Context: an optimization exercise on an open-source flow, tuned for small area. The choices shown serve that exercise and are no tape-out recipe. In this exercise RTL edits were held to simulation tests only and were not proved equivalent to the original.

==> module router13, before the edit <==
module router13(input clk,resetn,read_enb_0,read_enb_1,read_enb_2,pkt_valid,
              input [7:0]data_in,
              output [7:0]data_out_0,data_out_1,data_out_2,
              output vld_out_0,vld_out_1,vld_out_2,error,busy);
localparam DA=3'b000, LFD=3'b001, WTE=3'b010, LD=3'b011,
           LP=3'b100, CP=3'b101, FFS=3'b110, LAF=3'b111;
reg [2:0]state,nextstate;
reg [1:0]addr;
reg [7:0]dout,temp2,par;
reg lpv,lfd_s,error_r;
wire [2:0]empty,full;
wire st_da=(state==DA), st_ld=(state==LD), st_lp=(state==LP), st_laf=(state==LAF);
wire wr_st=st_ld|st_lp|st_laf;
wire [1:0]din_a=data_in[1:0];
wire data_empty=(din_a==2'd0)?empty[0]:(din_a==2'd1)?empty[1]:(din_a==2'd2)?empty[2]:1'b0;
wire addr_empty=(addr==2'd0)?empty[0]:(addr==2'd1)?empty[1]:(addr==2'd2)?empty[2]:1'b0;
wire fifo_full=(addr==2'd0)?full[0]:(addr==2'd1)?full[1]:(addr==2'd2)?full[2]:1'b0;
wire [2:0]we={wr_st&&addr==2'd2,wr_st&&addr==2'd1,wr_st&&addr==2'd0};
always@(posedge clk)
  if(!resetn) state<=DA; else state<=nextstate;
always@(*)
  case(state)
  DA: nextstate=(pkt_valid&&din_a!=2'b11)?(data_empty?LFD:WTE):DA;
  LFD: nextstate=LD;
  WTE: nextstate=addr_empty?LFD:WTE;
  LD: nextstate=fifo_full?FFS:(!pkt_valid?LP:LD);
  LP: nextstate=fifo_full?LP:CP;
  CP: nextstate=DA;
  FFS: nextstate=fifo_full?FFS:LAF;
  default: nextstate=lpv?LP:LD;
  endcase
assign busy=!(st_da|st_ld);
always@(posedge clk)
  if(!resetn) addr<=2'b00;
  else if(st_da&&pkt_valid) addr<=din_a;
always@(posedge clk)
  if(!resetn) lfd_s<=1'b0; else lfd_s<=(state==LFD);
always@(posedge clk)
begin
  if((st_da&&pkt_valid)||(st_ld&&!fifo_full)) dout<=data_in;
  else if(st_laf) dout<=temp2;
  if(st_ld&&fifo_full) temp2<=data_in;
  if(st_ld) lpv<=!pkt_valid;
end
always@(posedge clk)
  if(st_da) par<=data_in;
  else if(st_ld) par<=par^data_in;
always@(posedge clk)
  if(!resetn) error_r<=1'b0;
  else if(st_lp) error_r<=|par;
assign error=error_r;
wire [2:0]ren={read_enb_2,read_enb_1,read_enb_0};
wire [23:0]dq;
function [4:0]pos(input integer k);
  case(k)
    0: pos=5'd0;
    1: pos=5'd1;
    2: pos=5'd2;
    3: pos=5'd4;
    4: pos=5'd9;
    5: pos=5'd18;
    6: pos=5'd5;
    7: pos=5'd11;
    8: pos=5'd22;
    9: pos=5'd12;
    10: pos=5'd25;
    11: pos=5'd19;
    12: pos=5'd7;
    13: pos=5'd15;
    14: pos=5'd31;
    15: pos=5'd30;
    16: pos=5'd28;
    default: pos=5'd0;
  endcase
endfunction
genvar n;
generate for(n=0;n<3;n=n+1) begin:f
  reg [7:0]mem[0:15];
  reg [4:0]cnt;      
  reg [5:0]pc;       
  reg pnz;           
  reg hdr;           
  reg [7:0]q;
  reg [4:0]tmr;      
  wire sr=(tmr==5'b10000);
  wire e=(cnt==5'd0);
  wire fl=(cnt==5'd28);
  wire dw=we[n]&&!fl;
  wire dr=ren[n]&&!e;
  wire clr=!resetn||sr;
  reg [7:0]m;
  integer i;
  always@(*) begin
    m=8'd0;
    for(i=0;i<16;i=i+1) m=m|({8{cnt==pos(i+1)}}&mem[i]);
  end
  assign empty[n]=e;
  assign full[n]=fl;
  assign dq[8*n+:8]=q;
  always@(posedge clk)
    if(dw) begin
      mem[0]<=dout;
      for(i=1;i<16;i=i+1) mem[i]<=mem[i-1];
    end
  always@(posedge clk)
    if(clr) begin
      cnt<=5'd0; pnz<=1'b0; hdr<=1'b0; q<=8'd0;
    end else begin
      if(dw&&!dr) cnt<={cnt[3:0],cnt[4]^cnt[2]^(cnt[3:0]==4'd0)};
      else if(dr&&!dw) cnt<={cnt[0]^cnt[3]^(cnt[4:1]==4'd0),cnt[4:1]};
      if(dw&&lfd_s) hdr<=1'b1;
      else if(dr) hdr<=1'b0;
      if(dr) begin
        q<=m;
        if(hdr) begin pc<=m[7:2]; pnz<=1'b1; end
        else if(pnz) begin
          pc<=pc-1'b1;
          if(pc==6'd0) pnz<=1'b0;
        end
      end else if(!pnz) q<=8'd0;
    end
  always@(posedge clk)
    if(!resetn||e||ren[n]) tmr<=5'd0;
    else tmr<={tmr[3:0],tmr[4]^tmr[2]^(tmr[3:0]==4'd0)};
end endgenerate
assign data_out_0=dq[7:0];
assign data_out_1=dq[15:8];
assign data_out_2=dq[23:16];
assign vld_out_0=!empty[0];
assign vld_out_1=!empty[1];
assign vld_out_2=!empty[2];
endmodule
export LEC_CHECK = 0
export CAP_MARGIN = 20
export CORE_MARGIN = 2
export CORE_UTILIZATION = 75
export PLACE_DENSITY = 0.85
export SLEW_MARGIN = 20
create_clock -name core_clock -period 5.0 [get_ports {clk}]
standard.sh (not shown) runs the stock make flow with config.mk's settings and CLKGATE_MAP_FILE= SYNTH_SCRIPT=/design/flow/synth_recipe.tcl, a recipe that flattens the netlist after the stock synthesis.
==> flow/flow/run.sh <==
#!/bin/bash
# The standard layout (standard.sh) with three changes:
#  - synthesis maps logic with an area-oriented ABC script (flow/abc_area.script);
#    everything else in synthesis, registers included, is the standard synthesis
#  - port buffers use the smallest buffer
#  - the clock tree uses clkbuf_8 leaf clusters and no dummy loads
set -e
here=$(pwd)
{
  echo 'proc abc {args} {'
  echo '  set i [lsearch -exact $args -script]'
  echo "  if {\$i >= 0} { set args [lreplace \$args [expr {\$i + 1}] [expr {\$i + 1}] $here/flow/abc_area.script] }"
  echo '  yosys abc {*}$args'
  echo '}'
  cat synth_recipe.tcl
} > area_synth.tcl
sed "s#SYNTH_SCRIPT=[^ ]*#SYNTH_SCRIPT=$here/area_synth.tcl#" standard.sh > area_standard.sh
export BUFFER_PORTS_ARGS="-buffer_cell sky130_fd_sc_hd__buf_1"
export CTS_ARGS="-sink_clustering_enable -repair_clock_nets -dont_use_dummy_load -buf_list sky130_fd_sc_hd__clkbuf_8 -sink_clustering_size 18 -sink_clustering_max_diameter 70"
bash area_standard.sh > standard.log 2>&1
==> flow/flow/abc_area.script <==
strash
&get -n
&st
&dch
&nf -a
&st
&dch
&nf -a
&put
==> next run, changes <==
--- a/flow/design.v
+++ b/flow/design.v
@@ -50,68 +50,48 @@
   else if(st_lp) error_r<=|par;
 assign error=error_r;
 wire [2:0]ren={read_enb_2,read_enb_1,read_enb_0};
 wire [23:0]dq;
-function [4:0]pos(input integer k);
-  case(k)
-    0: pos=5'd0;
-    1: pos=5'd1;
-    2: pos=5'd2;
-    3: pos=5'd4;
-    4: pos=5'd9;
-    5: pos=5'd18;
-    6: pos=5'd5;
-    7: pos=5'd11;
-    8: pos=5'd22;
-    9: pos=5'd12;
-    10: pos=5'd25;
-    11: pos=5'd19;
-    12: pos=5'd7;
-    13: pos=5'd15;
-    14: pos=5'd31;
-    15: pos=5'd30;
-    16: pos=5'd28;
-    default: pos=5'd0;
-  endcase
-endfunction
 genvar n;
 generate for(n=0;n<3;n=n+1) begin:f
   reg [7:0]mem[0:15];
-  reg [4:0]cnt;      
+  reg [3:0]rp,wp;    
+  reg rw,ww;         
   reg [5:0]pc;       
   reg pnz;           
   reg hdr;           
   reg [7:0]q;
-  reg [4:0]tmr;      
-  wire sr=(tmr==5'b10000);
-  wire e=(cnt==5'd0);
-  wire fl=(cnt==5'd28);
+  reg [4:0]cnt;      
+  wire sr=(cnt==5'b10000);
+  wire e=(rp==wp)&&(rw==ww);
+  wire fl=(rp==wp)&&(rw!=ww);
   wire dw=we[n]&&!fl;
   wire dr=ren[n]&&!e;
   wire clr=!resetn||sr;
   reg [7:0]m;
   integer i;
   always@(*) begin
     m=8'd0;
-    for(i=0;i<16;i=i+1) m=m|({8{cnt==pos(i+1)}}&mem[i]);
+    for(i=0;i<16;i=i+1) m=m|({8{rp==i}}&mem[i]);
   end
   assign empty[n]=e;
   assign full[n]=fl;
   assign dq[8*n+:8]=q;
   always@(posedge clk)
-    if(dw) begin
-      mem[0]<=dout;
-      for(i=1;i<16;i=i+1) mem[i]<=mem[i-1];
-    end
+    if(dw) mem[wp]<=dout;
   always@(posedge clk)
     if(clr) begin
-      cnt<=5'd0; pnz<=1'b0; hdr<=1'b0; q<=8'd0;
+      rp<=4'd0; wp<=4'd0; rw<=1'b0; ww<=1'b0; pnz<=1'b0; hdr<=1'b0; q<=8'd0;
     end else begin
-      if(dw&&!dr) cnt<={cnt[3:0],cnt[4]^cnt[2]^(cnt[3:0]==4'd0)};
-      else if(dr&&!dw) cnt<={cnt[0]^cnt[3]^(cnt[4:1]==4'd0),cnt[4:1]};
+      if(dw) begin
+        wp<={wp[2:0],wp[3]^wp[2]^(wp[2:0]==3'd0)};
+        if(wp==4'b1000) ww<=!ww;
+      end
       if(dw&&lfd_s) hdr<=1'b1;
       else if(dr) hdr<=1'b0;
       if(dr) begin
+        rp<={rp[2:0],rp[3]^rp[2]^(rp[2:0]==3'd0)};
+        if(rp==4'b1000) rw<=!rw;
         q<=m;
         if(hdr) begin pc<=m[7:2]; pnz<=1'b1; end
         else if(pnz) begin
           pc<=pc-1'b1;
@@ -119,10 +99,10 @@
         end
       end else if(!pnz) q<=8'd0;
     end
   always@(posedge clk)
-    if(!resetn||e||ren[n]) tmr<=5'd0;
-    else tmr<={tmr[3:0],tmr[4]^tmr[2]^(tmr[3:0]==4'd0)};
+    if(!resetn||e||ren[n]) cnt<=5'd0;
+    else cnt<={cnt[3:0],cnt[4]^cnt[2]^(cnt[3:0]==4'd0)};
 end endgenerate
 assign data_out_0=dq[7:0];
 assign data_out_1=dq[15:8];
 assign data_out_2=dq[23:16];
Effect:
- The changed run finished clean
- fmax drops by 8.5%
- worst hold slack improved by 0.0095 ns
- utilization drops by 1.1 points
- synthesized area climbs by 5.9%
- cell area climbs by 5.2%
- clock-buffer cell count climbs by 3

==> afterwards: timing with drivers on the ports <==
How much do the figures lean on ideal ports? The routed layouts below were timed once more, with nothing changed but the port constraints. Step 1, drivers: a clkbuf_16 drives clk and a buf_2 each remaining input, both assumed. Step 2 times the ports against the registers' clock, not the clock port: input delays grow and output delays shrink by t, the midpoint of the rising clock arrivals with the driver on. a / b / c = ideal ports / drivers / drivers and shift; a / b = the first two.
run	t (ns)	setup slack, ns	worst hold slack (ns)	worst register clock-pin slew, ns	cell pins on the clock port's net
the first run	0.664	1.774 / 1.728 / 2.010	0.450 / 0.450 / 0.450	0.11 / 0.11	1
the second run	0.585	1.476 / 1.431 / 1.569	0.460 / 0.460 / 0.460	0.11 / 0.11	1
After both steps every run listed still meets setup and hold.
